Context: an optimization exercise on an open-source flow, tuned for small area, a short achievable clock period and few clock cycles per item. The choices shown serve that exercise and are no tape-out recipe. Only simulation tests tie the RTL to the original design; equivalence was not proved.

==> flow/design.v, too long to show whole: its modules and the start of the top module <==
// module SNN: 2035 lines
// module FA: 4 lines
// module XNM: 3 lines
// module ORM: 3 lines
// module XRM: 3 lines
// module ANM: 3 lines
module SNN(
	input clk,
	input rst_n,
	input in_valid,
	input [7:0] img,
	input [7:0] ker,
	input [7:0] weight,
	output reg out_valid,
	output reg [9:0] out_data
);
  // ...
==> flow/flow/run.sh <==
#!/bin/bash
set -euo pipefail
export BUFFER_PORTS_ARGS="-buffer_cell sky130_fd_sc_hd__buf_4"
export SETUP_SLACK_MARGIN=10.6
bash standard.sh > standard_flow.log 2>&1
==> flow/standard.sh <==
#!/bin/bash
# synth_recipe.tcl (not shown) runs the flow's synth.tcl, then flattens the netlist and writes it again
# the make line also repeats each setting of config.mk as NAME=value (left out here)
make -C /OpenROAD-flow-scripts/flow DESIGN_CONFIG=/design/flow/config.mk WORK_HOME=/design/flow/orfs CLKGATE_MAP_FILE= SYNTH_SCRIPT=/design/flow/synth_recipe.tcl "${@:-finish}"
==> flow/config.mk <==
export PLATFORM = sky130hd
export DESIGN_NAME = SNN
export DESIGN_NICKNAME = SNN
export VERILOG_FILES = /design/flow/design.v
export SDC_FILE = /design/flow/constraint.sdc
export NUM_CORES = 4
export LEC_CHECK = 0
export CAP_MARGIN = 20
export CORE_MARGIN = 2
export CORE_UTILIZATION = 55
export CTS_BUF_LIST = sky130_fd_sc_hd__clkbuf_8 sky130_fd_sc_hd__clkbuf_16
export CTS_CLUSTER_DIAMETER = 80
export CTS_CLUSTER_SIZE = 25
export SLEW_MARGIN = 20
export SYNTH_HIERARCHICAL = 1
==> flow/constraint.sdc <==
create_clock -name core_clock -period 15.0 [get_ports {clk}]
set_input_delay 3.0000 -clock core_clock [delete_from_list [all_inputs] [get_ports {clk}]]
set_output_delay 3.0000 -clock core_clock [all_outputs]
set_load 0.01 [all_outputs]
==> qor.txt, run 1 <==
==========================================================================
Fraction of the yosys area taken by sequential cells                 33.1%
Count of antenna-violating nets left after detailed routing              0
CP endpoint kind                                                 flip-flop
Sum of routed wire length over all layers                         82100 µm
Cell repeated most along the worst path                               fa_1
Most frequent cells after synthesis                           nand2_1 (641), fa_1 (637), dfxtp_1 (331), inv_1 (201), clkbuf_1 (153)
CORE AREA                                                        60400 µm²
Longest Clk Path Bufs                                                    3
Initial core utilization                                             55.7%
Chip width                                                          251 µm
Synth warnings                                                           7
Number of cells upsized or downsized after cts                           0
Result of the run                         no timing/DRC/antenna violations
Flip-flop cell with the highest count after synthesis              dfxtp_1
Register bank with the most flops                                      r3a
Launching element of the worst setup path                           sr7[3]
Met1 Use GR                                                          34.9%
Non-Clock Inverter Count                                               202
Met3 Routed Length                                                 3620 µm
Met2 WL                                                           42800 µm
Register fraction of the total cell area                             31.4%
Crit path DAT                                                      4.73 ns
Post-synthesis instance area                                     33600 µm²
==========================================================================
Testbench counts, summed over its fixed seeds: cycles 25,920, items 320.
==> run 2, diff against run 1 <==
--- a/flow/design.v
+++ b/flow/design.v
@@ -1365,148 +1365,150 @@
 wire ay_85, ay_86; XNM uay_85 (ay_56, ay_57, ay_85); ORM uay_86 (ay_56, ay_57, ay_86);
 wire ay_87, ay_88; FA uay_87 (r3a[13], r3b[13], ay_58, ay_87, ay_88);
 wire ay_89, ay_90; XNM uay_89 (r3a[14], r3b[14], ay_89); ORM uay_90 (r3a[14], r3b[14], ay_90);
 wire ay_91, ay_92; XNM uay_91 (r3a[15], r3b[15], ay_91); ORM uay_92 (r3a[15], r3b[15], ay_92);
 wire ay_93, ay_94; XNM uay_93 (r3a[16], r3b[16], ay_93); ORM uay_94 (r3a[16], r3b[16], ay_94);
 wire ay_95, ay_96; XNM uay_95 (r3a[17], r3b[17], ay_95); ORM uay_96 (r3a[17], r3b[17], ay_96);
 wire ay_97, ay_98; XNM uay_97 (r3a[18], r3b[18], ay_97); ORM uay_98 (r3a[18], r3b[18], ay_98);
 wire ay_99, ay_100; XNM uay_99 (r3a[19], r3b[19], ay_99); ORM uay_100 (r3a[19], r3b[19], ay_100);
-wire ay_c106 = ~ay_59;
-wire ay_c107 = ~(ay_60 | ay_61);
-wire ay_c108 = ay_60 ^ ay_61;
-wire ay_c109 = ~(ay_62 | ay_63);
-wire ay_c110 = ay_62 ^ ay_63;
-wire ay_c111 = ~(ay_64 | ay_65);
-wire ay_c112 = ay_64 ^ ay_65;
-wire ay_c113 = ~(ay_66 | ay_67);
-wire ay_c114 = ay_66 ^ ay_67;
-wire ay_c115 = ~(ay_68 | ay_69);
-wire ay_c116 = ay_68 ^ ay_69;
-wire ay_c117 = ~(ay_70 | ay_71);
-wire ay_c118 = ay_70 ^ ay_71;
-wire ay_c119 = ~(ay_72 | ay_73);
-wire ay_c120 = ay_72 ^ ay_73;
-wire ay_c121 = ~(ay_74 | ay_75);
-wire ay_c122 = ay_74 ^ ay_75;
-wire ay_c123 = ~(ay_76 | ay_77);
-wire ay_c124 = ay_76 ^ ay_77;
-wire ay_c125 = ~(ay_78 | ay_79);
-wire ay_c126 = ay_78 ^ ay_79;
-wire ay_c127 = ~(ay_80 | ay_81);
-wire ay_c128 = ay_80 ^ ay_81;
-wire ay_c129 = ~(ay_82 | ay_83);
-wire ay_c130 = ay_82 ^ ay_83;
-wire ay_c131 = ~(ay_84 | ay_85);
-wire ay_c132 = ay_84 ^ ay_85;
-wire ay_c133 = ~(ay_86 | ay_87);
-wire ay_c134 = ay_86 ^ ay_87;
-wire ay_c135 = ~(ay_88 | ay_89);
-wire ay_c136 = ay_88 ^ ay_89;
-wire ay_c137 = ~(ay_90 | ay_91);
-wire ay_c138 = ay_90 ^ ay_91;
-wire ay_c139 = ~(ay_92 | ay_93);
-wire ay_c140 = ay_92 ^ ay_93;
-wire ay_c141 = ~(ay_94 | ay_95);
-wire ay_c142 = ay_94 ^ ay_95;
-wire ay_c143 = ~(ay_96 | ay_97);
-wire ay_c144 = ay_96 ^ ay_97;
-wire ay_c145 = ~(ay_98 | ay_99);
-wire ay_c146 = ay_98 ^ ay_99;
-wire ay_c147 = 1'b0 | (ay_c106 & ay_c103);
-wire ay_c148 = ay_c107 | (ay_c108 & ay_c147);
-wire ay_c149 = ay_c108 & ay_c106;
-wire ay_c150 = ay_c111 | (ay_c112 & ay_c109);
-wire ay_c151 = ay_c112 & ay_c110;
-wire ay_c152 = ay_c115 | (ay_c116 & ay_c113);
-wire ay_c153 = ay_c116 & ay_c114;
-wire ay_c154 = ay_c119 | (ay_c120 & ay_c117);
-wire ay_c155 = ay_c120 & ay_c118;
-wire ay_c156 = ay_c123 | (ay_c124 & ay_c121);
-wire ay_c157 = ay_c124 & ay_c122;
-wire ay_c158 = ay_c127 | (ay_c128 & ay_c125);
-wire ay_c159 = ay_c128 & ay_c126;
-wire ay_c160 = ay_c131 | (ay_c132 & ay_c129);
-wire ay_c161 = ay_c132 & ay_c130;
-wire ay_c162 = ay_c135 | (ay_c136 & ay_c133);
-wire ay_c163 = ay_c136 & ay_c134;
-wire ay_c164 = ay_c139 | (ay_c140 & ay_c137);
-wire ay_c165 = ay_c140 & ay_c138;
-wire ay_c166 = ay_c143 | (ay_c144 & ay_c141);
-wire ay_c167 = ay_c144 & ay_c142;
-wire ay_c168 = ay_c150 | (ay_c151 & ay_c148);
-wire ay_c169 = ay_c151 & ay_c149;
-wire ay_c170 = ay_c154 | (ay_c155 & ay_c152);
-wire ay_c171 = ay_c155 & ay_c153;
-wire ay_c172 = ay_c158 | (ay_c159 & ay_c156);
-wire ay_c173 = ay_c159 & ay_c157;
-wire ay_c174 = ay_c162 | (ay_c163 & ay_c160);
-wire ay_c175 = ay_c163 & ay_c161;
-wire ay_c176 = ay_c166 | (ay_c167 & ay_c164);
-wire ay_c177 = ay_c167 & ay_c165;
-wire ay_c178 = ay_c170 | (ay_c171 & ay_c168);
-wire ay_c179 = ay_c171 & ay_c169;
-wire ay_c180 = ay_c174 | (ay_c175 & ay_c172);
-wire ay_c181 = ay_c175 & ay_c173;
-wire ay_c182 = ay_c180 | (ay_c181 & ay_c178);
-wire ay_c183 = ay_c181 & ay_c179;
-wire ay_c184 = ay_c172 | (ay_c173 & ay_c178);
-wire ay_c185 = ay_c173 & ay_c179;
-wire ay_c186 = ay_c176 | (ay_c177 & ay_c182);
-wire ay_c187 = ay_c177 & ay_c183;
-wire ay_c188 = ay_c152 | (ay_c153 & ay_c168);
-wire ay_c189 = ay_c153 & ay_c169;
-wire ay_c190 = ay_c156 | (ay_c157 & ay_c178);
-wire ay_c191 = ay_c157 & ay_c179;
-wire ay_c192 = ay_c160 | (ay_c161 & ay_c184);
-wire ay_c193 = ay_c161 & ay_c185;
-wire ay_c194 = ay_c164 | (ay_c165 & ay_c182);
-wire ay_c195 = ay_c165 & ay_c183;
-wire ay_c196 = ay_c109 | (ay_c110 & ay_c148);
-wire ay_c197 = ay_c110 & ay_c149;
-wire ay_c198 = ay_c113 | (ay_c114 & ay_c168);
-wire ay_c199 = ay_c114 & ay_c169;
-wire ay_c200 = ay_c117 | (ay_c118 & ay_c188);
-wire ay_c201 = ay_c118 & ay_c189;
-wire ay_c202 = ay_c121 | (ay_c122 & ay_c178);
-wire ay_c203 = ay_c122 & ay_c179;
-wire ay_c204 = ay_c125 | (ay_c126 & ay_c190);
-wire ay_c205 = ay_c126 & ay_c191;
-wire ay_c206 = ay_c129 | (ay_c130 & ay_c184);
-wire ay_c207 = ay_c130 & ay_c185;
-wire ay_c208 = ay_c133 | (ay_c134 & ay_c192);
-wire ay_c209 = ay_c134 & ay_c193;
-wire ay_c210 = ay_c137 | (ay_c138 & ay_c182);
-wire ay_c211 = ay_c138 & ay_c183;
-wire ay_c212 = ay_c141 | (ay_c142 & ay_c194);
-wire ay_c213 = ay_c142 & ay_c195;
-wire ay_c214 = ay_c145 | (ay_c146 & ay_c186);
-wire ay_c215 = ay_c146 & ay_c187;
-wire ay_c216 = ay_c106 ^ ay_c103;
-wire ay_c217 = ay_c108 ^ ay_c147;
-wire ay_c218 = ay_c110 ^ ay_c148;
-wire ay_c219 = ay_c112 ^ ay_c196;
-wire ay_c220 = ay_c114 ^ ay_c168;
-wire ay_c221 = ay_c116 ^ ay_c198;
-wire ay_c222 = ay_c118 ^ ay_c188;
-wire ay_c223 = ay_c120 ^ ay_c200;
-wire ay_c224 = ay_c122 ^ ay_c178;
-wire ay_c225 = ay_c124 ^ ay_c202;
-wire ay_c226 = ay_c126 ^ ay_c190;
-wire ay_c227 = ay_c128 ^ ay_c204;
-wire ay_c228 = ay_c130 ^ ay_c184;
-wire ay_c229 = ay_c132 ^ ay_c206;
-wire ay_c230 = ay_c134 ^ ay_c192;
-wire ay_c231 = ay_c136 ^ ay_c208;
-wire ay_c232 = ay_c138 ^ ay_c182;
-wire ay_c233 = ay_c140 ^ ay_c210;
-wire ay_c234 = ay_c142 ^ ay_c194;
-wire ay_c235 = ay_c144 ^ ay_c212;
-wire ay_c236 = ay_c146 ^ ay_c186;
-wire [11:0] ysum = {ay_c236, ay_c235, ay_c234, ay_c233, ay_c232, ay_c231, ay_c230, ay_c229, ay_c228, ay_c227, ay_c226, ay_c225};
+wire ay_c106 = ay_59 & 1'b1;
+wire ay_c107 = ay_60 & ay_61;
+wire ay_c108 = ay_62 & ay_63;
+wire ay_c109 = ay_64 & ay_65;
+wire ay_c110 = ay_66 & ay_67;
+wire ay_c111 = ay_68 & ay_69;
+wire ay_c112 = ay_70 & ay_71;
+wire ay_c113 = ay_72 & ay_73;
+wire ay_c114 = ay_74 & ay_75;
+wire ay_c115 = ay_76 & ay_77;
+wire ay_c116 = ay_78 & ay_79;
+wire ay_c117 = ay_80 & ay_81;
+wire ay_c118 = ay_82 & ay_83;
+wire ay_c119 = ay_84 & ay_85;
+wire ay_c120 = ay_86 & ay_87;
+wire ay_c121 = ay_88 & ay_89;
+wire ay_c122 = ay_90 & ay_91;
+wire ay_c123 = ay_92 & ay_93;
+wire ay_c124 = ay_94 & ay_95;
+wire ay_c125 = ay_96 & ay_97;
+wire ay_c126 = ay_98 & ay_99;
+wire ay_c127 = ay_59 ^ 1'b1;
+wire ay_c128 = ay_60 ^ ay_61;
+wire ay_c129 = ay_62 ^ ay_63;
+wire ay_c130 = ay_64 ^ ay_65;
+wire ay_c131 = ay_66 ^ ay_67;
+wire ay_c132 = ay_68 ^ ay_69;
+wire ay_c133 = ay_70 ^ ay_71;
+wire ay_c134 = ay_72 ^ ay_73;
+wire ay_c135 = ay_74 ^ ay_75;
+wire ay_c136 = ay_76 ^ ay_77;
+wire ay_c137 = ay_78 ^ ay_79;
+wire ay_c138 = ay_80 ^ ay_81;
+wire ay_c139 = ay_82 ^ ay_83;
+wire ay_c140 = ay_84 ^ ay_85;
+wire ay_c141 = ay_86 ^ ay_87;
+wire ay_c142 = ay_88 ^ ay_89;
+wire ay_c143 = ay_90 ^ ay_91;
+wire ay_c144 = ay_92 ^ ay_93;
+wire ay_c145 = ay_94 ^ ay_95;
+wire ay_c146 = ay_96 ^ ay_97;
+wire ay_c147 = ay_98 ^ ay_99;
+wire ay_c148 = ~ay_c103;
+wire ay_c149 = ay_c106 | (ay_c127 & ay_c148);
+wire ay_c150 = ay_c107 | (ay_c128 & ay_c149);
+wire ay_c151 = ay_c128 & ay_c127;
+wire ay_c152 = ay_c109 | (ay_c130 & ay_c108);
+wire ay_c153 = ay_c130 & ay_c129;
+wire ay_c154 = ay_c111 | (ay_c132 & ay_c110);
+wire ay_c155 = ay_c132 & ay_c131;
+wire ay_c156 = ay_c113 | (ay_c134 & ay_c112);
+wire ay_c157 = ay_c134 & ay_c133;
+wire ay_c158 = ay_c115 | (ay_c136 & ay_c114);
+wire ay_c159 = ay_c136 & ay_c135;
+wire ay_c160 = ay_c117 | (ay_c138 & ay_c116);
+wire ay_c161 = ay_c138 & ay_c137;
+wire ay_c162 = ay_c119 | (ay_c140 & ay_c118);
+wire ay_c163 = ay_c140 & ay_c139;
+wire ay_c164 = ay_c121 | (ay_c142 & ay_c120);
+wire ay_c165 = ay_c142 & ay_c141;
+wire ay_c166 = ay_c123 | (ay_c144 & ay_c122);
+wire ay_c167 = ay_c144 & ay_c143;
+wire ay_c168 = ay_c125 | (ay_c146 & ay_c124);
+wire ay_c169 = ay_c146 & ay_c145;
+wire ay_c170 = ay_c152 | (ay_c153 & ay_c150);
+wire ay_c171 = ay_c153 & ay_c151;
+wire ay_c172 = ay_c156 | (ay_c157 & ay_c154);
+wire ay_c173 = ay_c157 & ay_c155;
+wire ay_c174 = ay_c160 | (ay_c161 & ay_c158);
+wire ay_c175 = ay_c161 & ay_c159;
+wire ay_c176 = ay_c164 | (ay_c165 & ay_c162);
+wire ay_c177 = ay_c165 & ay_c163;
+wire ay_c178 = ay_c168 | (ay_c169 & ay_c166);
+wire ay_c179 = ay_c169 & ay_c167;
+wire ay_c180 = ay_c172 | (ay_c173 & ay_c170);
+wire ay_c181 = ay_c173 & ay_c171;
+wire ay_c182 = ay_c176 | (ay_c177 & ay_c174);
+wire ay_c183 = ay_c177 & ay_c175;
+wire ay_c184 = ay_c182 | (ay_c183 & ay_c180);
+wire ay_c185 = ay_c183 & ay_c181;
+wire ay_c186 = ay_c174 | (ay_c175 & ay_c180);
+wire ay_c187 = ay_c175 & ay_c181;
+wire ay_c188 = ay_c178 | (ay_c179 & ay_c184);
+wire ay_c189 = ay_c179 & ay_c185;
+wire ay_c190 = ay_c154 | (ay_c155 & ay_c170);
+wire ay_c191 = ay_c155 & ay_c171;
+wire ay_c192 = ay_c158 | (ay_c159 & ay_c180);
+wire ay_c193 = ay_c159 & ay_c181;
+wire ay_c194 = ay_c162 | (ay_c163 & ay_c186);
+wire ay_c195 = ay_c163 & ay_c187;
+wire ay_c196 = ay_c166 | (ay_c167 & ay_c184);
+wire ay_c197 = ay_c167 & ay_c185;
+wire ay_c198 = ay_c108 | (ay_c129 & ay_c150);
+wire ay_c199 = ay_c129 & ay_c151;
+wire ay_c200 = ay_c110 | (ay_c131 & ay_c170);
+wire ay_c201 = ay_c131 & ay_c171;
+wire ay_c202 = ay_c112 | (ay_c133 & ay_c190);
+wire ay_c203 = ay_c133 & ay_c191;
+wire ay_c204 = ay_c114 | (ay_c135 & ay_c180);
+wire ay_c205 = ay_c135 & ay_c181;
+wire ay_c206 = ay_c116 | (ay_c137 & ay_c192);
+wire ay_c207 = ay_c137 & ay_c193;
+wire ay_c208 = ay_c118 | (ay_c139 & ay_c186);
+wire ay_c209 = ay_c139 & ay_c187;
+wire ay_c210 = ay_c120 | (ay_c141 & ay_c194);
+wire ay_c211 = ay_c141 & ay_c195;
+wire ay_c212 = ay_c122 | (ay_c143 & ay_c184);
+wire ay_c213 = ay_c143 & ay_c185;
+wire ay_c214 = ay_c124 | (ay_c145 & ay_c196);
+wire ay_c215 = ay_c145 & ay_c197;
+wire ay_c216 = ay_c126 | (ay_c147 & ay_c188);
+wire ay_c217 = ay_c147 & ay_c189;
+wire ay_c218 = ~(ay_c127 ^ ay_c148);
+wire ay_c219 = ~(ay_c128 ^ ay_c149);
+wire ay_c220 = ~(ay_c129 ^ ay_c150);
+wire ay_c221 = ~(ay_c130 ^ ay_c198);
+wire ay_c222 = ~(ay_c131 ^ ay_c170);
+wire ay_c223 = ~(ay_c132 ^ ay_c200);
+wire ay_c224 = ~(ay_c133 ^ ay_c190);
+wire ay_c225 = ~(ay_c134 ^ ay_c202);
+wire ay_c226 = ~(ay_c135 ^ ay_c180);
+wire ay_c227 = ~(ay_c136 ^ ay_c204);
+wire ay_c228 = ~(ay_c137 ^ ay_c192);
+wire ay_c229 = ~(ay_c138 ^ ay_c206);
+wire ay_c230 = ~(ay_c139 ^ ay_c186);
+wire ay_c231 = ~(ay_c140 ^ ay_c208);
+wire ay_c232 = ~(ay_c141 ^ ay_c194);
+wire ay_c233 = ~(ay_c142 ^ ay_c210);
+wire ay_c234 = ~(ay_c143 ^ ay_c184);
+wire ay_c235 = ~(ay_c144 ^ ay_c212);
+wire ay_c236 = ~(ay_c145 ^ ay_c196);
+wire ay_c237 = ~(ay_c146 ^ ay_c214);
+wire ay_c238 = ~(ay_c147 ^ ay_c188);
+wire [11:0] ysum = {ay_c238, ay_c237, ay_c236, ay_c235, ay_c234, ay_c233, ay_c232, ay_c231, ay_c230, ay_c229, ay_c228, ay_c227};
 wire aq_c1 = ~ys_n[0];
 wire aq_c2 = ~ys_n[1];
 wire aq_c3 = ~ys_n[2];
 wire aq_c4 = ~ys_n[3];
 wire aq_c5 = ~ys_n[4];
 wire aq_c6 = ~ys_n[5];
 wire aq_c7 = ~ys_n[6];
 wire aq_c8 = ~ys_n[7];
@@ -1533,137 +1535,144 @@
 wire aq_33, aq_34; FA uaq_33 (aq_c7, aq_13, aq_12, aq_33, aq_34);
 wire aq_35, aq_36; FA uaq_35 (aq_c8, aq_14, aq_15, aq_35, aq_36);
 wire aq_37, aq_38; FA uaq_37 (aq_c9, aq_16, aq_17, aq_37, aq_38);
 wire aq_39, aq_40; XNM uaq_39 (aq_18, aq_19, aq_39); ORM uaq_40 (aq_18, aq_19, aq_40);
 wire aq_41, aq_42; XNM uaq_41 (aq_20, aq_21, aq_41); ORM uaq_42 (aq_20, aq_21, aq_42);
 wire aq_43, aq_44; XNM uaq_43 (aq_22, aq_23, aq_43); ORM uaq_44 (aq_22, aq_23, aq_44);
 wire aq_45, aq_46; XNM uaq_45 (ys_n[9], aq_24, aq_45); ORM uaq_46 (ys_n[9], aq_24, aq_46);
 wire aq_47 = ~ys_n[10];
-wire aq_c13 = ~aq_c1;
-wire aq_c14 = ~aq_c2;
-wire aq_c15 = ~aq_c3;
-wire aq_c16 = ~(ys_n[0] | aq_c4);
-wire aq_c17 = ys_n[0] ^ aq_c4;
-wire aq_c18 = ~(ys_n[1] | aq_c5);
-wire aq_c19 = ys_n[1] ^ aq_c5;
-wire aq_c20 = ~(ys_n[2] | aq_c6);
-wire aq_c21 = ys_n[2] ^ aq_c6;
-wire aq_c22 = ~(aq_c7 | aq_1);
-wire aq_c23 = aq_c7 ^ aq_1;
-wire aq_c24 = ~(aq_2 | aq_3);
-wire aq_c25 = aq_2 ^ aq_3;
-wire aq_c26 = ~aq_25;
-wire aq_c27 = ~(aq_26 | aq_27);
-wire aq_c28 = aq_26 ^ aq_27;
-wire aq_c29 = ~(aq_28 | aq_29);
-wire aq_c30 = aq_28 ^ aq_29;
-wire aq_c31 = ~(aq_30 | aq_31);
-wire aq_c32 = aq_30 ^ aq_31;
-wire aq_c33 = ~(aq_32 | aq_33);
-wire aq_c34 = aq_32 ^ aq_33;
-wire aq_c35 = ~(aq_34 | aq_35);
-wire aq_c36 = aq_34 ^ aq_35;
-wire aq_c37 = ~(aq_36 | aq_37);
-wire aq_c38 = aq_36 ^ aq_37;
-wire aq_c39 = ~(aq_38 | aq_39);
-wire aq_c40 = aq_38 ^ aq_39;
-wire aq_c41 = ~(aq_40 | aq_41);
-wire aq_c42 = aq_40 ^ aq_41;
-wire aq_c43 = ~(aq_42 | aq_43);
-wire aq_c44 = aq_42 ^ aq_43;
-wire aq_c45 = ~(aq_44 | aq_45);
-wire aq_c46 = aq_44 ^ aq_45;
-wire aq_c47 = ~(aq_46 | aq_47);
-wire aq_c48 = aq_46 ^ aq_47;
-wire aq_c49 = 1'b0 | (aq_c14 & 1'b0);
-wire aq_c50 = aq_c14 & aq_c13;
-wire aq_c51 = aq_c16 | (aq_c17 & 1'b0);
-wire aq_c52 = aq_c17 & aq_c15;
-wire aq_c53 = aq_c20 | (aq_c21 & aq_c18);
-wire aq_c54 = aq_c21 & aq_c19;
-wire aq_c55 = aq_c24 | (aq_c25 & aq_c22);
-wire aq_c56 = aq_c25 & aq_c23;
-wire aq_c57 = aq_c27 | (aq_c28 & 1'b0);
-wire aq_c58 = aq_c28 & aq_c26;
-wire aq_c59 = aq_c31 | (aq_c32 & aq_c29);
-wire aq_c60 = aq_c32 & aq_c30;
-wire aq_c61 = aq_c35 | (aq_c36 & aq_c33);
-wire aq_c62 = aq_c36 & aq_c34;
-wire aq_c63 = aq_c39 | (aq_c40 & aq_c37);
-wire aq_c64 = aq_c40 & aq_c38;
-wire aq_c65 = aq_c43 | (aq_c44 & aq_c41);
-wire aq_c66 = aq_c44 & aq_c42;
-wire aq_c67 = aq_c47 | (aq_c48 & aq_c45);
-wire aq_c68 = aq_c48 & aq_c46;
-wire aq_c69 = aq_c51 | (aq_c52 & aq_c49);
-wire aq_c70 = aq_c52 & aq_c50;
-wire aq_c71 = aq_c55 | (aq_c56 & aq_c53);
-wire aq_c72 = aq_c56 & aq_c54;
-wire aq_c73 = aq_c59 | (aq_c60 & aq_c57);
-wire aq_c74 = aq_c60 & aq_c58;
-wire aq_c75 = aq_c63 | (aq_c64 & aq_c61);
-wire aq_c76 = aq_c64 & aq_c62;
-wire aq_c77 = aq_c67 | (aq_c68 & aq_c65);
-wire aq_c78 = aq_c68 & aq_c66;
-wire aq_c79 = aq_c71 | (aq_c72 & aq_c69);
-wire aq_c80 = aq_c72 & aq_c70;
-wire aq_c81 = aq_c75 | (aq_c76 & aq_c73);
-wire aq_c82 = aq_c76 & aq_c74;
-wire aq_c83 = aq_c81 | (aq_c82 & aq_c79);
-wire aq_c84 = aq_c82 & aq_c80;
-wire aq_c85 = aq_c73 | (aq_c74 & aq_c79);
-wire aq_c86 = aq_c74 & aq_c80;
-wire aq_c87 = aq_c77 | (aq_c78 & aq_c83);
-wire aq_c88 = aq_c78 & aq_c84;
-wire aq_c89 = aq_c53 | (aq_c54 & aq_c69);
-wire aq_c90 = aq_c54 & aq_c70;
-wire aq_c91 = aq_c57 | (aq_c58 & aq_c79);
-wire aq_c92 = aq_c58 & aq_c80;
-wire aq_c93 = aq_c61 | (aq_c62 & aq_c85);
-wire aq_c94 = aq_c62 & aq_c86;
-wire aq_c95 = aq_c65 | (aq_c66 & aq_c83);
-wire aq_c96 = aq_c66 & aq_c84;
-wire aq_c97 = 1'b0 | (aq_c15 & aq_c49);
-wire aq_c98 = aq_c15 & aq_c50;
-wire aq_c99 = aq_c18 | (aq_c19 & aq_c69);
-wire aq_c100 = aq_c19 & aq_c70;
-wire aq_c101 = aq_c22 | (aq_c23 & aq_c89);
-wire aq_c102 = aq_c23 & aq_c90;
-wire aq_c103 = 1'b0 | (aq_c26 & aq_c79);
-wire aq_c104 = aq_c26 & aq_c80;
-wire aq_c105 = aq_c29 | (aq_c30 & aq_c91);
-wire aq_c106 = aq_c30 & aq_c92;
-wire aq_c107 = aq_c33 | (aq_c34 & aq_c85);
-wire aq_c108 = aq_c34 & aq_c86;
-wire aq_c109 = aq_c37 | (aq_c38 & aq_c93);
-wire aq_c110 = aq_c38 & aq_c94;
-wire aq_c111 = aq_c41 | (aq_c42 & aq_c83);
-wire aq_c112 = aq_c42 & aq_c84;
-wire aq_c113 = aq_c45 | (aq_c46 & aq_c95);
-wire aq_c114 = aq_c46 & aq_c96;
-wire aq_c115 = aq_c15 ^ aq_c49;
-wire aq_c116 = aq_c17 ^ aq_c97;
-wire aq_c117 = aq_c19 ^ aq_c69;
-wire aq_c118 = aq_c21 ^ aq_c99;
-wire aq_c119 = aq_c23 ^ aq_c89;
-wire aq_c120 = aq_c25 ^ aq_c101;
-wire aq_c121 = aq_c26 ^ aq_c79;
-wire aq_c122 = aq_c28 ^ aq_c103;
-wire aq_c123 = aq_c30 ^ aq_c91;
-wire aq_c124 = aq_c32 ^ aq_c105;
-wire aq_c125 = aq_c34 ^ aq_c85;
-wire aq_c126 = aq_c36 ^ aq_c107;
-wire aq_c127 = aq_c38 ^ aq_c93;
-wire aq_c128 = aq_c40 ^ aq_c109;
-wire aq_c129 = aq_c42 ^ aq_c83;
-wire aq_c130 = aq_c44 ^ aq_c111;
-wire aq_c131 = aq_c46 ^ aq_c95;
-wire aq_c132 = aq_c48 ^ aq_c113;
-wire [7:0] qsum = {aq_c132, aq_c131, aq_c130, aq_c129, aq_c128, aq_c127, aq_c126, aq_c125};
+wire aq_c13 = aq_c1 & 1'b1;
+wire aq_c14 = aq_c2 & 1'b1;
+wire aq_c15 = aq_c3 & 1'b1;
+wire aq_c16 = ys_n[0] & aq_c4;
+wire aq_c17 = ys_n[1] & aq_c5;
+wire aq_c18 = ys_n[2] & aq_c6;
+wire aq_c19 = aq_c7 & aq_1;
+wire aq_c20 = aq_2 & aq_3;
+wire aq_c21 = aq_25 & 1'b1;
+wire aq_c22 = aq_26 & aq_27;
+wire aq_c23 = aq_28 & aq_29;
+wire aq_c24 = aq_30 & aq_31;
+wire aq_c25 = aq_32 & aq_33;
+wire aq_c26 = aq_34 & aq_35;
+wire aq_c27 = aq_36 & aq_37;
+wire aq_c28 = aq_38 & aq_39;
+wire aq_c29 = aq_40 & aq_41;
+wire aq_c30 = aq_42 & aq_43;
+wire aq_c31 = aq_44 & aq_45;
+wire aq_c32 = aq_46 & aq_47;
+wire aq_c33 = aq_c1 ^ 1'b1;
+wire aq_c34 = aq_c2 ^ 1'b1;
+wire aq_c35 = aq_c3 ^ 1'b1;
+wire aq_c36 = ys_n[0] ^ aq_c4;
+wire aq_c37 = ys_n[1] ^ aq_c5;
+wire aq_c38 = ys_n[2] ^ aq_c6;
+wire aq_c39 = aq_c7 ^ aq_1;
+wire aq_c40 = aq_2 ^ aq_3;
+wire aq_c41 = aq_25 ^ 1'b1;
+wire aq_c42 = aq_26 ^ aq_27;
+wire aq_c43 = aq_28 ^ aq_29;
+wire aq_c44 = aq_30 ^ aq_31;
+wire aq_c45 = aq_32 ^ aq_33;
+wire aq_c46 = aq_34 ^ aq_35;
+wire aq_c47 = aq_36 ^ aq_37;
+wire aq_c48 = aq_38 ^ aq_39;
+wire aq_c49 = aq_40 ^ aq_41;
+wire aq_c50 = aq_42 ^ aq_43;
+wire aq_c51 = aq_44 ^ aq_45;
+wire aq_c52 = aq_46 ^ aq_47;
+wire aq_c53 = aq_c13 | (aq_c33 & 1'b1);
+wire aq_c54 = aq_c14 | (aq_c34 & aq_c53);
+wire aq_c55 = aq_c34 & aq_c33;
+wire aq_c56 = aq_c16 | (aq_c36 & aq_c15);
+wire aq_c57 = aq_c36 & aq_c35;
+wire aq_c58 = aq_c18 | (aq_c38 & aq_c17);
+wire aq_c59 = aq_c38 & aq_c37;
+wire aq_c60 = aq_c20 | (aq_c40 & aq_c19);
+wire aq_c61 = aq_c40 & aq_c39;
+wire aq_c62 = aq_c22 | (aq_c42 & aq_c21);
+wire aq_c63 = aq_c42 & aq_c41;
+wire aq_c64 = aq_c24 | (aq_c44 & aq_c23);
+wire aq_c65 = aq_c44 & aq_c43;
+wire aq_c66 = aq_c26 | (aq_c46 & aq_c25);
+wire aq_c67 = aq_c46 & aq_c45;
+wire aq_c68 = aq_c28 | (aq_c48 & aq_c27);
+wire aq_c69 = aq_c48 & aq_c47;
+wire aq_c70 = aq_c30 | (aq_c50 & aq_c29);
+wire aq_c71 = aq_c50 & aq_c49;
+wire aq_c72 = aq_c32 | (aq_c52 & aq_c31);
+wire aq_c73 = aq_c52 & aq_c51;
+wire aq_c74 = aq_c56 | (aq_c57 & aq_c54);
+wire aq_c75 = aq_c57 & aq_c55;
+wire aq_c76 = aq_c60 | (aq_c61 & aq_c58);
+wire aq_c77 = aq_c61 & aq_c59;
+wire aq_c78 = aq_c64 | (aq_c65 & aq_c62);
+wire aq_c79 = aq_c65 & aq_c63;
+wire aq_c80 = aq_c68 | (aq_c69 & aq_c66);
+wire aq_c81 = aq_c69 & aq_c67;
+wire aq_c82 = aq_c72 | (aq_c73 & aq_c70);
+wire aq_c83 = aq_c73 & aq_c71;
+wire aq_c84 = aq_c76 | (aq_c77 & aq_c74);
+wire aq_c85 = aq_c77 & aq_c75;
+wire aq_c86 = aq_c80 | (aq_c81 & aq_c78);
+wire aq_c87 = aq_c81 & aq_c79;
+wire aq_c88 = aq_c86 | (aq_c87 & aq_c84);
+wire aq_c89 = aq_c87 & aq_c85;
+wire aq_c90 = aq_c78 | (aq_c79 & aq_c84);
+wire aq_c91 = aq_c79 & aq_c85;
+wire aq_c92 = aq_c82 | (aq_c83 & aq_c88);
+wire aq_c93 = aq_c83 & aq_c89;
+wire aq_c94 = aq_c58 | (aq_c59 & aq_c74);
+wire aq_c95 = aq_c59 & aq_c75;
+wire aq_c96 = aq_c62 | (aq_c63 & aq_c84);
+wire aq_c97 = aq_c63 & aq_c85;
+wire aq_c98 = aq_c66 | (aq_c67 & aq_c90);
+wire aq_c99 = aq_c67 & aq_c91;
+wire aq_c100 = aq_c70 | (aq_c71 & aq_c88);
+wire aq_c101 = aq_c71 & aq_c89;
+wire aq_c102 = aq_c15 | (aq_c35 & aq_c54);
+wire aq_c103 = aq_c35 & aq_c55;
+wire aq_c104 = aq_c17 | (aq_c37 & aq_c74);
+wire aq_c105 = aq_c37 & aq_c75;
+wire aq_c106 = aq_c19 | (aq_c39 & aq_c94);
+wire aq_c107 = aq_c39 & aq_c95;
+wire aq_c108 = aq_c21 | (aq_c41 & aq_c84);
+wire aq_c109 = aq_c41 & aq_c85;
+wire aq_c110 = aq_c23 | (aq_c43 & aq_c96);
+wire aq_c111 = aq_c43 & aq_c97;
+wire aq_c112 = aq_c25 | (aq_c45 & aq_c90);
+wire aq_c113 = aq_c45 & aq_c91;
+wire aq_c114 = aq_c27 | (aq_c47 & aq_c98);
+wire aq_c115 = aq_c47 & aq_c99;
+wire aq_c116 = aq_c29 | (aq_c49 & aq_c88);
+wire aq_c117 = aq_c49 & aq_c89;
+wire aq_c118 = aq_c31 | (aq_c51 & aq_c100);
+wire aq_c119 = aq_c51 & aq_c101;
+wire aq_c120 = ~(aq_c33 ^ 1'b1);
+wire aq_c121 = ~(aq_c34 ^ aq_c53);
+wire aq_c122 = ~(aq_c35 ^ aq_c54);
+wire aq_c123 = ~(aq_c36 ^ aq_c102);
+wire aq_c124 = ~(aq_c37 ^ aq_c74);
+wire aq_c125 = ~(aq_c38 ^ aq_c104);
+wire aq_c126 = ~(aq_c39 ^ aq_c94);
+wire aq_c127 = ~(aq_c40 ^ aq_c106);
+wire aq_c128 = ~(aq_c41 ^ aq_c84);
+wire aq_c129 = ~(aq_c42 ^ aq_c108);
+wire aq_c130 = ~(aq_c43 ^ aq_c96);
+wire aq_c131 = ~(aq_c44 ^ aq_c110);
+wire aq_c132 = ~(aq_c45 ^ aq_c90);
+wire aq_c133 = ~(aq_c46 ^ aq_c112);
+wire aq_c134 = ~(aq_c47 ^ aq_c98);
+wire aq_c135 = ~(aq_c48 ^ aq_c114);
+wire aq_c136 = ~(aq_c49 ^ aq_c88);
+wire aq_c137 = ~(aq_c50 ^ aq_c116);
+wire aq_c138 = ~(aq_c51 ^ aq_c100);
+wire aq_c139 = ~(aq_c52 ^ aq_c118);
+wire [7:0] qsum = {aq_c139, aq_c138, aq_c137, aq_c136, aq_c135, aq_c134, aq_c133, aq_c132};
 wire ag_c1 = ~(r3a[0] | r3b[0]);
 wire ag_c2 = ~(r3a[1] | r3b[1]);
 wire ag_c3 = ~(r3a[2] | r3b[2]);
 wire ag_c4 = ~(r3a[3] | r3b[3]);
 wire ag_c5 = ~(r3a[4] | r3b[4]);
 wire ag_c6 = ~(r3a[5] | r3b[5]);
 wire ag_c7 = ~(r3a[6] | r3b[6]);
 wire ag_c8 = ~(r3a[7] | r3b[7]);
@@ -1804,122 +1813,124 @@
 wire ag_37, ag_38; FA uag_37 (r3a[9], r3b[9], ag_18, ag_37, ag_38);
 wire ag_39, ag_40; XNM uag_39 (r3a[10], r3b[10], ag_39); ORM uag_40 (r3a[10], r3b[10], ag_40);
 wire ag_41, ag_42; XNM uag_41 (r3a[11], r3b[11], ag_41); ORM uag_42 (r3a[11], r3b[11], ag_42);
 wire ag_43, ag_44; XNM uag_43 (r3a[12], r3b[12], ag_43); ORM uag_44 (r3a[12], r3b[12], ag_44);
 wire ag_45, ag_46; XNM uag_45 (r3a[13], r3b[13], ag_45); ORM uag_46 (r3a[13], r3b[13], ag_46);
 wire ag_47, ag_48; XNM uag_47 (r3a[14], r3b[14], ag_47); ORM uag_48 (r3a[14], r3b[14], ag_48);
 wire ag_49, ag_50; XNM uag_49 (r3a[15], r3b[15], ag_49); ORM uag_50 (r3a[15], r3b[15], ag_50);
 wire ag_51, ag_52; XNM uag_51 (r3a[16], r3b[16], ag_51); ORM uag_52 (r3a[16], r3b[16], ag_52);
-wire ag_c125 = ~ag_19;
-wire ag_c126 = ~(ag_20 | ag_21);
-wire ag_c127 = ag_20 ^ ag_21;
-wire ag_c128 = ~(ag_22 | ag_23);
-wire ag_c129 = ag_22 ^ ag_23;
-wire ag_c130 = ~(ag_24 | ag_25);
-wire ag_c131 = ag_24 ^ ag_25;
-wire ag_c132 = ~(ag_26 | ag_27);
-wire ag_c133 = ag_26 ^ ag_27;
-wire ag_c134 = ~(ag_28 | ag_29);
-wire ag_c135 = ag_28 ^ ag_29;
-wire ag_c136 = ~(ag_30 | ag_31);
-wire ag_c137 = ag_30 ^ ag_31;
-wire ag_c138 = ~(ag_32 | ag_33);
-wire ag_c139 = ag_32 ^ ag_33;
-wire ag_c140 = ~(ag_34 | ag_35);
-wire ag_c141 = ag_34 ^ ag_35;
-wire ag_c142 = ~(ag_36 | ag_37);
-wire ag_c143 = ag_36 ^ ag_37;
-wire ag_c144 = ~(ag_38 | ag_39);
-wire ag_c145 = ag_38 ^ ag_39;
-wire ag_c146 = ~(ag_40 | ag_41);
-wire ag_c147 = ag_40 ^ ag_41;
-wire ag_c148 = ~(ag_42 | ag_43);
-wire ag_c149 = ag_42 ^ ag_43;
-wire ag_c150 = ~(ag_44 | ag_45);
-wire ag_c151 = ag_44 ^ ag_45;
-wire ag_c152 = ~(ag_46 | ag_47);
-wire ag_c153 = ag_46 ^ ag_47;
-wire ag_c154 = ~(ag_48 | ag_49);
-wire ag_c155 = ag_48 ^ ag_49;
-wire ag_c156 = ~(ag_50 | ag_51);
-wire ag_c157 = ag_50 ^ ag_51;
-wire ag_c158 = 1'b0 | (ag_c125 & ag_c123);
-wire ag_c159 = ag_c126 | (ag_c127 & ag_c158);
-wire ag_c160 = ag_c127 & ag_c125;
-wire ag_c161 = ag_c130 | (ag_c131 & ag_c128);
-wire ag_c162 = ag_c131 & ag_c129;
-wire ag_c163 = ag_c134 | (ag_c135 & ag_c132);
-wire ag_c164 = ag_c135 & ag_c133;
-wire ag_c165 = ag_c138 | (ag_c139 & ag_c136);
-wire ag_c166 = ag_c139 & ag_c137;
-wire ag_c167 = ag_c142 | (ag_c143 & ag_c140);
-wire ag_c168 = ag_c143 & ag_c141;
-wire ag_c169 = ag_c146 | (ag_c147 & ag_c144);
-wire ag_c170 = ag_c147 & ag_c145;
-wire ag_c171 = ag_c150 | (ag_c151 & ag_c148);
-wire ag_c172 = ag_c151 & ag_c149;
-wire ag_c173 = ag_c154 | (ag_c155 & ag_c152);
-wire ag_c174 = ag_c155 & ag_c153;
-wire ag_c175 = ag_c161 | (ag_c162 & ag_c159);
-wire ag_c176 = ag_c162 & ag_c160;
-wire ag_c177 = ag_c165 | (ag_c166 & ag_c163);
-wire ag_c178 = ag_c166 & ag_c164;
-wire ag_c179 = ag_c169 | (ag_c170 & ag_c167);
-wire ag_c180 = ag_c170 & ag_c168;
-wire ag_c181 = ag_c173 | (ag_c174 & ag_c171);
-wire ag_c182 = ag_c174 & ag_c172;
-wire ag_c183 = ag_c177 | (ag_c178 & ag_c175);
-wire ag_c184 = ag_c178 & ag_c176;
-wire ag_c185 = ag_c181 | (ag_c182 & ag_c179);
-wire ag_c186 = ag_c182 & ag_c180;
-wire ag_c187 = ag_c185 | (ag_c186 & ag_c183);
-wire ag_c188 = ag_c186 & ag_c184;
-wire ag_c189 = ag_c179 | (ag_c180 & ag_c183);
-wire ag_c190 = ag_c180 & ag_c184;
-wire ag_c191 = ag_c163 | (ag_c164 & ag_c175);
-wire ag_c192 = ag_c164 & ag_c176;
-wire ag_c193 = ag_c167 | (ag_c168 & ag_c183);
-wire ag_c194 = ag_c168 & ag_c184;
-wire ag_c195 = ag_c171 | (ag_c172 & ag_c189);
-wire ag_c196 = ag_c172 & ag_c190;
-wire ag_c197 = ag_c128 | (ag_c129 & ag_c159);
-wire ag_c198 = ag_c129 & ag_c160;
-wire ag_c199 = ag_c132 | (ag_c133 & ag_c175);
-wire ag_c200 = ag_c133 & ag_c176;
-wire ag_c201 = ag_c136 | (ag_c137 & ag_c191);
-wire ag_c202 = ag_c137 & ag_c192;
-wire ag_c203 = ag_c140 | (ag_c141 & ag_c183);
-wire ag_c204 = ag_c141 & ag_c184;
-wire ag_c205 = ag_c144 | (ag_c145 & ag_c193);
-wire ag_c206 = ag_c145 & ag_c194;
-wire ag_c207 = ag_c148 | (ag_c149 & ag_c189);
-wire ag_c208 = ag_c149 & ag_c190;
-wire ag_c209 = ag_c152 | (ag_c153 & ag_c195);
-wire ag_c210 = ag_c153 & ag_c196;
-wire ag_c211 = ag_c156 | (ag_c157 & ag_c187);
-wire ag_c212 = ag_c157 & ag_c188;
-wire ag_c213 = ag_c125 ^ ag_c123;
-wire ag_c214 = ag_c127 ^ ag_c158;
-wire ag_c215 = ag_c129 ^ ag_c159;
-wire ag_c216 = ag_c131 ^ ag_c197;
-wire ag_c217 = ag_c133 ^ ag_c175;
-wire ag_c218 = ag_c135 ^ ag_c199;
-wire ag_c219 = ag_c137 ^ ag_c191;
-wire ag_c220 = ag_c139 ^ ag_c201;
-wire ag_c221 = ag_c141 ^ ag_c183;
-wire ag_c222 = ag_c143 ^ ag_c203;
-wire ag_c223 = ag_c145 ^ ag_c193;
-wire ag_c224 = ag_c147 ^ ag_c205;
-wire ag_c225 = ag_c149 ^ ag_c189;
-wire ag_c226 = ag_c151 ^ ag_c207;
-wire ag_c227 = ag_c153 ^ ag_c195;
-wire ag_c228 = ag_c155 ^ ag_c209;
-wire ag_c229 = ag_c157 ^ ag_c187;
-wire [7:0] gsum = {ag_c229, ag_c228, ag_c227, ag_c226, ag_c225, ag_c224, ag_c223, ag_c222};
+wire ag_c125 = ag_19 & 1'b1;
+wire ag_c126 = ag_20 & ag_21;
+wire ag_c127 = ag_22 & ag_23;
+wire ag_c128 = ag_24 & ag_25;
+wire ag_c129 = ag_26 & ag_27;
+wire ag_c130 = ag_28 & ag_29;
+wire ag_c131 = ag_30 & ag_31;
+wire ag_c132 = ag_32 & ag_33;
+wire ag_c133 = ag_34 & ag_35;
+wire ag_c134 = ag_36 & ag_37;
+wire ag_c135 = ag_38 & ag_39;
+wire ag_c136 = ag_40 & ag_41;
+wire ag_c137 = ag_42 & ag_43;
+wire ag_c138 = ag_44 & ag_45;
+wire ag_c139 = ag_46 & ag_47;
+wire ag_c140 = ag_48 & ag_49;
+wire ag_c141 = ag_50 & ag_51;
+wire ag_c142 = ag_19 ^ 1'b1;
+wire ag_c143 = ag_20 ^ ag_21;
+wire ag_c144 = ag_22 ^ ag_23;
+wire ag_c145 = ag_24 ^ ag_25;
+wire ag_c146 = ag_26 ^ ag_27;
+wire ag_c147 = ag_28 ^ ag_29;
+wire ag_c148 = ag_30 ^ ag_31;
+wire ag_c149 = ag_32 ^ ag_33;
+wire ag_c150 = ag_34 ^ ag_35;
+wire ag_c151 = ag_36 ^ ag_37;
+wire ag_c152 = ag_38 ^ ag_39;
+wire ag_c153 = ag_40 ^ ag_41;
+wire ag_c154 = ag_42 ^ ag_43;
+wire ag_c155 = ag_44 ^ ag_45;
+wire ag_c156 = ag_46 ^ ag_47;
+wire ag_c157 = ag_48 ^ ag_49;
+wire ag_c158 = ag_50 ^ ag_51;
+wire ag_c159 = ~ag_c123;
+wire ag_c160 = ag_c125 | (ag_c142 & ag_c159);
+wire ag_c161 = ag_c126 | (ag_c143 & ag_c160);
+wire ag_c162 = ag_c143 & ag_c142;
+wire ag_c163 = ag_c128 | (ag_c145 & ag_c127);
+wire ag_c164 = ag_c145 & ag_c144;
+wire ag_c165 = ag_c130 | (ag_c147 & ag_c129);
+wire ag_c166 = ag_c147 & ag_c146;
+wire ag_c167 = ag_c132 | (ag_c149 & ag_c131);
+wire ag_c168 = ag_c149 & ag_c148;
+wire ag_c169 = ag_c134 | (ag_c151 & ag_c133);
+wire ag_c170 = ag_c151 & ag_c150;
+wire ag_c171 = ag_c136 | (ag_c153 & ag_c135);
+wire ag_c172 = ag_c153 & ag_c152;
+wire ag_c173 = ag_c138 | (ag_c155 & ag_c137);
+wire ag_c174 = ag_c155 & ag_c154;
+wire ag_c175 = ag_c140 | (ag_c157 & ag_c139);
+wire ag_c176 = ag_c157 & ag_c156;
+wire ag_c177 = ag_c163 | (ag_c164 & ag_c161);
+wire ag_c178 = ag_c164 & ag_c162;
+wire ag_c179 = ag_c167 | (ag_c168 & ag_c165);
+wire ag_c180 = ag_c168 & ag_c166;
+wire ag_c181 = ag_c171 | (ag_c172 & ag_c169);
+wire ag_c182 = ag_c172 & ag_c170;
+wire ag_c183 = ag_c175 | (ag_c176 & ag_c173);
+wire ag_c184 = ag_c176 & ag_c174;
+wire ag_c185 = ag_c179 | (ag_c180 & ag_c177);
+wire ag_c186 = ag_c180 & ag_c178;
+wire ag_c187 = ag_c183 | (ag_c184 & ag_c181);
+wire ag_c188 = ag_c184 & ag_c182;
+wire ag_c189 = ag_c187 | (ag_c188 & ag_c185);
+wire ag_c190 = ag_c188 & ag_c186;
+wire ag_c191 = ag_c181 | (ag_c182 & ag_c185);
+wire ag_c192 = ag_c182 & ag_c186;
+wire ag_c193 = ag_c165 | (ag_c166 & ag_c177);
+wire ag_c194 = ag_c166 & ag_c178;
+wire ag_c195 = ag_c169 | (ag_c170 & ag_c185);
+wire ag_c196 = ag_c170 & ag_c186;
+wire ag_c197 = ag_c173 | (ag_c174 & ag_c191);
+wire ag_c198 = ag_c174 & ag_c192;
+wire ag_c199 = ag_c127 | (ag_c144 & ag_c161);
+wire ag_c200 = ag_c144 & ag_c162;
+wire ag_c201 = ag_c129 | (ag_c146 & ag_c177);
+wire ag_c202 = ag_c146 & ag_c178;
+wire ag_c203 = ag_c131 | (ag_c148 & ag_c193);
+wire ag_c204 = ag_c148 & ag_c194;
+wire ag_c205 = ag_c133 | (ag_c150 & ag_c185);
+wire ag_c206 = ag_c150 & ag_c186;
+wire ag_c207 = ag_c135 | (ag_c152 & ag_c195);
+wire ag_c208 = ag_c152 & ag_c196;
+wire ag_c209 = ag_c137 | (ag_c154 & ag_c191);
+wire ag_c210 = ag_c154 & ag_c192;
+wire ag_c211 = ag_c139 | (ag_c156 & ag_c197);
+wire ag_c212 = ag_c156 & ag_c198;
+wire ag_c213 = ag_c141 | (ag_c158 & ag_c189);
+wire ag_c214 = ag_c158 & ag_c190;
+wire ag_c215 = ~(ag_c142 ^ ag_c159);
+wire ag_c216 = ~(ag_c143 ^ ag_c160);
+wire ag_c217 = ~(ag_c144 ^ ag_c161);
+wire ag_c218 = ~(ag_c145 ^ ag_c199);
+wire ag_c219 = ~(ag_c146 ^ ag_c177);
+wire ag_c220 = ~(ag_c147 ^ ag_c201);
+wire ag_c221 = ~(ag_c148 ^ ag_c193);
+wire ag_c222 = ~(ag_c149 ^ ag_c203);
+wire ag_c223 = ~(ag_c150 ^ ag_c185);
+wire ag_c224 = ~(ag_c151 ^ ag_c205);
+wire ag_c225 = ~(ag_c152 ^ ag_c195);
+wire ag_c226 = ~(ag_c153 ^ ag_c207);
+wire ag_c227 = ~(ag_c154 ^ ag_c191);
+wire ag_c228 = ~(ag_c155 ^ ag_c209);
+wire ag_c229 = ~(ag_c156 ^ ag_c197);
+wire ag_c230 = ~(ag_c157 ^ ag_c211);
+wire ag_c231 = ~(ag_c158 ^ ag_c189);
+wire [7:0] gsum = {ag_c231, ag_c230, ag_c229, ag_c228, ag_c227, ag_c226, ag_c225, ag_c224};
 always @(posedge clk) begin
 	ys_n <= ~ysum;
 	qs <= qsum;
 	gs <= gsum;
 end
 reg pool_v0, pool_v1, pool_v2, pool_v3, pool_f;
 always @(*) begin
 	case (s)
==> flow/flow/run.sh (replaced) <==
#!/bin/bash
set -euo pipefail
export BUFFER_PORTS_ARGS="-buffer_cell sky130_fd_sc_hd__buf_4"
export SETUP_SLACK_MARGIN=11.05
export CTS_ARGS="-sink_clustering_enable -repair_clock_nets -dont_use_dummy_load -sink_clustering_size 25 -sink_clustering_max_diameter 80 -buf_list {sky130_fd_sc_hd__clkbuf_8 sky130_fd_sc_hd__clkbuf_16}"
bash standard.sh > standard_flow.log 2>&1
==> qor.txt, run 2 <==
===========================================================================================
Total grt overflow                                                                        0   unchanged
Unrepaired setup endpoints after global routing                                         yes   was no
DRC violations left                                                                       0   unchanged
CTS tree                                                                              built   unchanged
Post-synthesis instance area                                                      33200 µm²   was 33600 µm²
Most frequent cells after synthesis                                            fa_1 (637), nand2_1 (630), dfxtp_1 (331), clkbuf_1 (159), edfxtp_1 (130)   was nand2_1 (641), fa_1 (637), dfxtp_1 (331), inv_1 (201), clkbuf_1 (153)
Highest-count cells in the layout ignoring fill and taps                       nand2_1 (614), fa_1 (561), dfxtp_1 (241), buf_4 (131), edfxtp_1 (130)   was nand2_1 (641), fa_1 (637), dfxtp_1 (328), inv_1 (208), edfxtp_1 (130)
Register bit count reported by yosys                                                    484   unchanged
Largest fanout on the critical path                                                       5   was 9
Max-cap violation count                                                                   0   unchanged
Vias post-DR                                                                          20200   was 19900
Startpoint of the most critical register-to-register path                           r3a[10]   was sr7[3]
CORE AREA                                                                         60000 µm²   was 60400 µm²
Fraction of the yosys area taken by sequential cells                                  33.5%   was 33.1%
Die height                                                                           250 µm   was 251 µm
Most frequent standard cell in the layout excluding fill and tap cells              nand2_1   unchanged
Estimated wirelength of the detail-placed design                                   67900 µm   was 66200 µm
Class of the worst hold path                                                     reg -> reg   unchanged
Flip-flop cell with the highest count after synthesis                               dfxtp_1   unchanged
Synth warnings                                                                            7   unchanged
Utilization after layout                                                              60.5%   was 58.6%
Cell with the most instances after synthesis                                           fa_1   was nand2_1
Largest registers ranked by flip-flop count                                    r3a x20, r2a x19, r3b x18   unchanged
Die outline area                                                                  62300 µm²   was 63100 µm²
Largest register FFs                                                                     20   unchanged
Combined global-route utilization of all metal layers                                 28.2%   was 27.1%
Routed length per instance                                                          23.9 µm   was 23.0 µm
Chip width                                                                           250 µm   was 251 µm
Cells after synthesis                                                                  2765   was 2849
Synth area leader                                                                      fa_1   unchanged
Register bank with the most flops                                                       r3a   unchanged
Insertion delay of the later-clocked pin in the worst-skew pair                     0.64 ns   was 0.63 ns
Minimum period implied by the final worst setup slack                               4.13 ns   was 4.23 ns
Area fraction of the dominant cell type after synthesis                               38.5%   was 38.0%
Total CTS buffers                                                                        31   unchanged
Count of antenna-violating nets left after detailed routing                               0   unchanged
Result of the run                                          no timing/DRC/antenna violations   unchanged
Max H-tree Level                                                                          1   unchanged
Asr flop ratio synth                                                                  4.75%   unchanged
Register clock-pin slew on the reported worst setup and hold paths                  0.09 ns   was 0.10 ns
Cells taking the most area after synthesis                                     fa_1 (38%), dfxtp_1 (20%), edfxtp_1 (12%)   unchanged
Number of ports placed on the die boundary                                               38   unchanged
Maximum achievable frequency                                                        242 MHz   was 236 MHz
Number of sinks on the clock net                                                        484   unchanged
Post-synthesis to final-layout area growth                                            9.46%   was 5.31%
Number of antenna violations at the first check in global routing                         2   unchanged
CP endpoint kind                                                                  flip-flop   unchanged
Placer's final routability congestion estimate                                        0.951   was 0.932
Via count of the first global-routing pass                                            22500   was 22000
Portion of the clock cycle consumed by the worst path in the final layout             27.5%   was 28.2%
Total of endpoints with negative setup slack in the final report                          0   unchanged
Fraction of final layout cells with drive strength greater than 1                     17.3%   was 7.32%
Cell Rows                                                                                90   unchanged
Count of distinct cell types in the synthesized netlist                                  70   was 80
Nets                                                                                   3562   was 3531
Cell chosen for the clock root                                                    clkbuf_16   unchanged
Tightest Pin Transition                                                            0.911 ns   was 1.10 ns
Sort of element at the start of the critical path                                 flip-flop   unchanged
Sum of routed wire length over all layers                                          85500 µm   was 82100 µm
Max Clock Skew                                                                    0.0924 ns   was 0.0353 ns
Dpl cell area                                                                     33900 µm²   was 34300 µm²
DR vias/cell                                                                           5.65   was 5.56
Req. time, crit path                                                               15.45 ns   was 15.50 ns
Setup Crit Path Kind                                                             reg -> reg   unchanged
Final cell area excluding filler cells                                            36300 µm²   was 35400 µm²
Initial core utilization                                                              55.3%   was 55.7%
Post-synth EDFFs                                                                        130   unchanged
Final Hold Viols                                                                          0   unchanged
Longest Clk Path Bufs                                                                     3   unchanged
Source of the worst hold timing path                                                 sr2[7]   was sr2[1]
Average cell area after synthesis                                                  12.0 µm²   was 11.8 µm²
Wire length of the first global-routing pass                                      132000 µm   was 129000 µm
Number of slew-limit violations in the final report                                       0   unchanged
Largest net degree at the start of global routing                                        58   was 59
Crit path DAT                                                                       4.58 ns   was 4.73 ns
Launching element of the worst setup path                                           r3a[10]   was sr7[3]
Number of design-rule violations left by the first detailed-router iteration           1246   was 1219
Iteration count of the initial detailed-routing pass                                      5   unchanged
Worst rel slew slack                                                                  39.0%   was 27.0%
Setup TNS                                                                              0 ns   unchanged
Number of input and output port buffers inserted                                         37   unchanged
===========================================================================================
[run 2: changes by cell type after synthesis, moves of 11 or more]
cell     previous run  this run
inv_1             201       115
mux2_1              3        18
mux2i_1            26        38
nand2_1           641       630
nand3_1            20         9
nor2_1             19        41
o21ai_0            56        17
o21ai_1             6        42
[run 2: path summary, 6_finish.rpt]
kind / slack (ns) / endpoint / depth (start not counted)
max: 10.87 / ys_n[10] / 13
min: 0.32 / sr3[7] / 0
max reg2reg: 10.87 / ys_n[10] / 13
min reg2reg: 0.32 / sr3[7] / 0
max in group asynchronous: 12.41 / s[1] / 1
min in group asynchronous: 2.30 / vld_r / 1
[run 2: what timing repair did]
item / CTS / global route
buffers inserted: 71 / 42
gates resized for setup: 178 / 111
endpoints found under the setup margin: 66 / 85
hold buffers: 0 / 0
endpoints found under the hold margin: 0 / 0
pin swaps: 31 / 69
[run 2: critical path, cell delays in order, from the launching register on]
cell and delay, ns:
dfxtp_4 0.36, fa_2 0.57, fa_1 0.45, fa_2 0.58, ha_4 0.21, a21oi_2 0.13
o21ai_2 0.08, a221oi_2 0.27, a21bo_2 0.29, a22o_4 0.26, a41oi_2 0.20, nand2b_1 0.11
fa_2 0.34, xor2_1 0.16
[run 2: through the flow]
step | hold slack [ns] | worst slack (ns) | instances
final | 0.317 | 10.87 | 3575
after global routing | 0.322 | 10.72 | 3572
after CTS | 0.315 | 10.87 | 3530
after detailed placement | 0.312 | 10.65 | 3428
after global placement | 0.310 | 10.72 | 3428
after floorplan | 0.310 | 11.07 | 2776
[run 2: per-module statistics from Yosys (local to each module, per instance)]
module,cell area [µm²],cells,flops+latches
ANM,6.26,1,0
FA,20.0,1,0
ORM,6.26,1,0
SNN,20100,2036,484
XNM,8.76,1,0
XRM,8.76,1,0
[run 2: final cells by class]
type	count	area [µm²]
Sequential cell	484	11300
Timing Repair Buffer	156	1280
Inverter	117	439
Multi-Input combinational cell	2002	21500
Clock buffer	31	776
Tap cell	782	978
Fill cell	4754	23700
Antenna cell	3	7.51
[run 2: kinds of logic (layout without fill, tap and decap cells)]
group | after synthesis | count (layout) | share of synthesized area [%]
buffers and inverters | 290 | 304 | 3.29
DFF | 484 | 484 | 33.5
xor gates and xnor gates | 99 | 99 | 2.61
and+or+nand+nor | 889 | 889 | 11.8
muxes | 75 | 75 | 2.68
other | 1 | 15 | 0.0113
adders and majority gates | 743 | 743 | 42.5
AOI/OAI and AO/OA | 184 | 184 | 3.67
[run 2: per-layer routing]
layer / global-route usage (%) / wire length, µm / up-vias
li1: - / - / 8742
met1: 35.8 / 33600 / 10600
met2: 50.0 / 44200 / 663
met3: 3.10 / 3750 / 190
met4: 10.9 / 3950 / 2
met5: 0 / 8 / -
Testbench counts of run 2, summed over its fixed seeds: cycles 25,920, items 320.
==> run 3, diff against run 2 <==
==> flow/flow/run.sh (replaced) <==
#!/bin/bash
set -euo pipefail
export BUFFER_PORTS_ARGS="-buffer_cell sky130_fd_sc_hd__buf_4"
export SETUP_SLACK_MARGIN=10.85
export CTS_ARGS="-sink_clustering_enable -repair_clock_nets -dont_use_dummy_load -sink_clustering_size 25 -sink_clustering_max_diameter 80 -buf_list {sky130_fd_sc_hd__clkbuf_8 sky130_fd_sc_hd__clkbuf_16}"
bash standard.sh > standard_flow.log 2>&1
--- a/flow/config.mk
+++ b/flow/config.mk
@@ -7,7 +7,7 @@
 export LEC_CHECK = 0
 export CAP_MARGIN = 20
 export CORE_MARGIN = 2
-export CORE_UTILIZATION = 55
+export CORE_UTILIZATION = 45
 export CTS_BUF_LIST = sky130_fd_sc_hd__clkbuf_8 sky130_fd_sc_hd__clkbuf_16
 export CTS_CLUSTER_DIAMETER = 80
 export CTS_CLUSTER_SIZE = 25
==> qor.txt, run 3 <==
===========================================================================================
Asr flop ratio synth                                                                  4.75%   unchanged
Endpoint with the worst hold slack                                                   sr4[4]   was sr3[7]
Via count of the first global-routing pass                                            22000   was 22500
Kind of cell with the highest combined delay on the critical path               adder cells   unchanged
Largest fanout on the critical path                                                       8   was 5
Minimum period implied by the final worst setup slack                               4.09 ns   was 4.13 ns
Number of antenna violations at the first check in global routing                         3   was 2
Source of the worst hold timing path                                                 sr3[4]   was sr2[7]
Number of buffers and inverters on the critical path                                      0   unchanged
Final Hold Viols                                                                          0   unchanged
Count of hold-fix buffers inserted at cts                                                 0   unchanged
Fraction of final layout cells with drive strength greater than 1                     10.4%   was 17.3%
CP endpoint kind                                                                  flip-flop   unchanged
Max-cap violation count                                                                   0   unchanged
Largest stage delay on the critical path                                            0.58 ns   about the same
Class of the worst hold path                                                     reg -> reg   unchanged
Insertion delay of the later-clocked pin in the worst-skew pair                     0.59 ns   was 0.64 ns
Most frequent standard cell in the layout excluding fill and tap cells                 fa_1   was nand2_1
Fraction of the yosys area taken by sequential cells                                  33.5%   unchanged
Cell depth of the worst min-delay path                                                    0   unchanged
Count of antenna-violating nets left after detailed routing                               0   unchanged
Die outline area                                                                  75900 µm²   was 62300 µm²
Total of endpoints with negative setup slack in the final report                          0   unchanged
Synth area leader                                                                      fa_1   unchanged
Chip width                                                                           275 µm   was 250 µm
Cell Rows                                                                                99   was 90
Maximum achievable frequency                                                        244 MHz   was 242 MHz
Max H-tree Level                                                                          2   was 1
Post-synthesis instance area                                                      33200 µm²   unchanged
Die height                                                                           275 µm   was 250 µm
Result of the run                                          no timing/DRC/antenna violations   unchanged
Register bit count reported by yosys                                                    484   unchanged
Setup Crit Path Kind                                                             reg -> reg   unchanged
DR vias/cell                                                                           5.36   was 5.65
Max Clock Skew                                                                    0.0761 ns   was 0.0924 ns
Largest registers ranked by flip-flop count                                    r3a x20, r2a x19, r3b x18   unchanged
Post-synthesis to final-layout area growth                                            6.80%   was 9.46%
Number of slew-limit violations in the final report                                       0   unchanged
Setup ws final                                                                     10.91 ns   was 10.87 ns
Number of design-rule violations left by the first detailed-router iteration           1408   was 1246
Largest register FFs                                                                     20   unchanged
Cell chosen for the clock root                                                    clkbuf_16   unchanged
DRC violations left                                                                       0   unchanged
Number of ports placed on the die boundary                                               38   unchanged
Startpoint of the most critical register-to-register path                             k0[2]   was r3a[10]
Critical R2R Capture                                                                r1b[10]   was ys_n[10]
CP cell instances                                                              nand2_1 > fa_1 > fa_1 > fa_1 > fa_1 > fa_1 > fa_1 > fa_1   was fa_2 > fa_1 > fa_2 > ha_4 > a21oi_2 > o21ai_2 > a221oi_2 > a21bo_2 > a22o_4 > a41oi_2 > nand2b_1 > fa_2 > xor2_1
Register bank with the most flops                                                       r3a   unchanged
Synth warnings                                                                            7   unchanged
Area fraction of the dominant cell type after synthesis                               38.5%   unchanged
Req. time, crit path                                                               15.46 ns   was 15.45 ns
Number of input and output port buffers inserted                                         37   unchanged
Vias post-DR                                                                          19700   was 20200
Total CTS buffers                                                                        35   was 31
Crit path DAT                                                                       4.55 ns   was 4.58 ns
Worst Reg2Reg Path Length in Cells                                                        8   was 13
Sum of routed wire length over all layers                                          80900 µm   was 85500 µm
Combined global-route utilization of all metal layers                                 22.3%   was 28.2%
Most frequent cells after synthesis                                            fa_1 (637), nand2_1 (630), dfxtp_1 (331), clkbuf_1 (159), edfxtp_1 (130)   unchanged
Worst setup slack before clock tree synthesis                                      10.55 ns   was 10.65 ns
Routed length per instance                                                          22.0 µm   was 23.9 µm
Register clock-pin slew on the reported worst setup and hold paths                  0.10 ns   was 0.09 ns
Cells taking the most area after synthesis                                     fa_1 (38%), dfxtp_1 (20%), edfxtp_1 (12%)   unchanged
Reg-to-reg setup timing slack                                                      10.91 ns   was 10.87 ns
Unrepaired setup endpoints after global routing                                         yes   unchanged
Sort of element at the start of the critical path                                 flip-flop   unchanged
Wire length of the first global-routing pass                                      127000 µm   was 132000 µm
Setup TNS                                                                              0 ns   unchanged
Nets                                                                                   3485   was 3562
===========================================================================================
run 3: worst max-delay path by stage:
stage,startpoint,end,slack [ns],cells after the start
6_report,k0[2],r1b[10],10.91,8
5_1_grt,r3a[2],ys_n[10],10.77,13
4_1_cts,r3a[2],ys_n[10],10.77,13
3_5_place_dp,r3a[10],ys_n[10],10.55,13
3_3_place_gp,r3a[10],ys_n[10],10.69,13
2_1_floorplan,r3a[10],ys_n[10],10.95,13
run 3: through the flow:
step                std cells  area [µm²]  hold WS (ns)  util [%]
floorplan                2776       33200         0.310         -
global placement         3601       34100         0.311      46.7
detailed placement       3601       34100         0.312      46.7
CTS                      3645       35000         0.273      48.0
global route             3672       35400         0.272      48.5
finish                   3673       35400         0.273      48.5
run 3: final cells by class:
type	count	area, µm²	share of cell area [%]
repair buffers	75	564	1.59
flip-flops and latches	484	11200	31.7
multi-input cells	2002	21100	59.6
inverters	117	439	1.24
diodes	1	2.50	0.00707
well taps	959	1200	3.39
clock buffers	35	876	2.47
run 3: what timing repair did:
| item | in CTS | in global routing |
|---|---|---|
| resized for setup | 21 | 82 |
| setup buffers | 9 | 27 |
| endpoints found under the hold margin | 0 | 0 |
| gates cloned | 0 | 0 |
| pin swaps | 0 | 10 |
| setup endpoints to repair | 23 | 37 |
run 3: routing by layer:
metal | track usage (%) | share of wire (%)
met3 | 3.37 | 5.2
met5 | 0 | 0
met1 | 27.1 | 39
met4 | 8.69 | 4.0
met2 | 39.9 | 52
run 3: Yosys stat by module (local to each module, per instance):
| module | area [µm²] | flip-flops and latches | times used |
|---|---|---|---|
| ORM | 6.26 | 0 | 50 |
| XNM | 8.76 | 0 | 52 |
| FA | 20.0 | 0 | 609 |
| ANM | 6.26 | 0 | 9 |
| XRM | 8.76 | 0 | 9 |
| SNN | 20100 | 484 | 1 |
run 3: kinds of logic after synthesis:
group / count (synthesis) / synth area share [%]
XOR/XNOR: 99 / 2.61
multiplexers: 75 / 2.68
other: 1 / 0.0113
AO/OA/AOI/OAI: 184 / 3.67
adder cells (fa/ha/maj): 743 / 42.5
flip-flops: 484 / 33.5
buffers and inverters: 290 / 3.29
AND/OR/NAND/NOR: 889 / 11.8

re-timing with driven ports:
No port has a modelled driver above. Below, the same layouts with a new extraction and two added sets of constraints.
Step 1, drivers: a clkbuf_16 drives clk and a buf_2 each remaining input, both assumed.
Step 2 also shifts input and output timing later by t, the mid clock arrival at the registers, as if the neighbouring blocks saw the same clock.
Slacks: ideal ports / drivers / drivers and shift; pairs: ideal ports / drivers.
run | t, ns | setup WS [ns] | clock arrival spread, ns | cell pins on the clock port's net
run 1 | 0.676 | 10.771 / 10.771 / 10.771 | 0.035 / 0.035 | 1
run 2 | 0.656 | 10.870 / 10.839 / 10.870 | 0.093 / 0.092 | 1
run 3 | 0.611 | 10.907 / 10.846 / 10.907 | 0.077 / 0.077 | 1
After both steps every run listed still meets setup and hold.
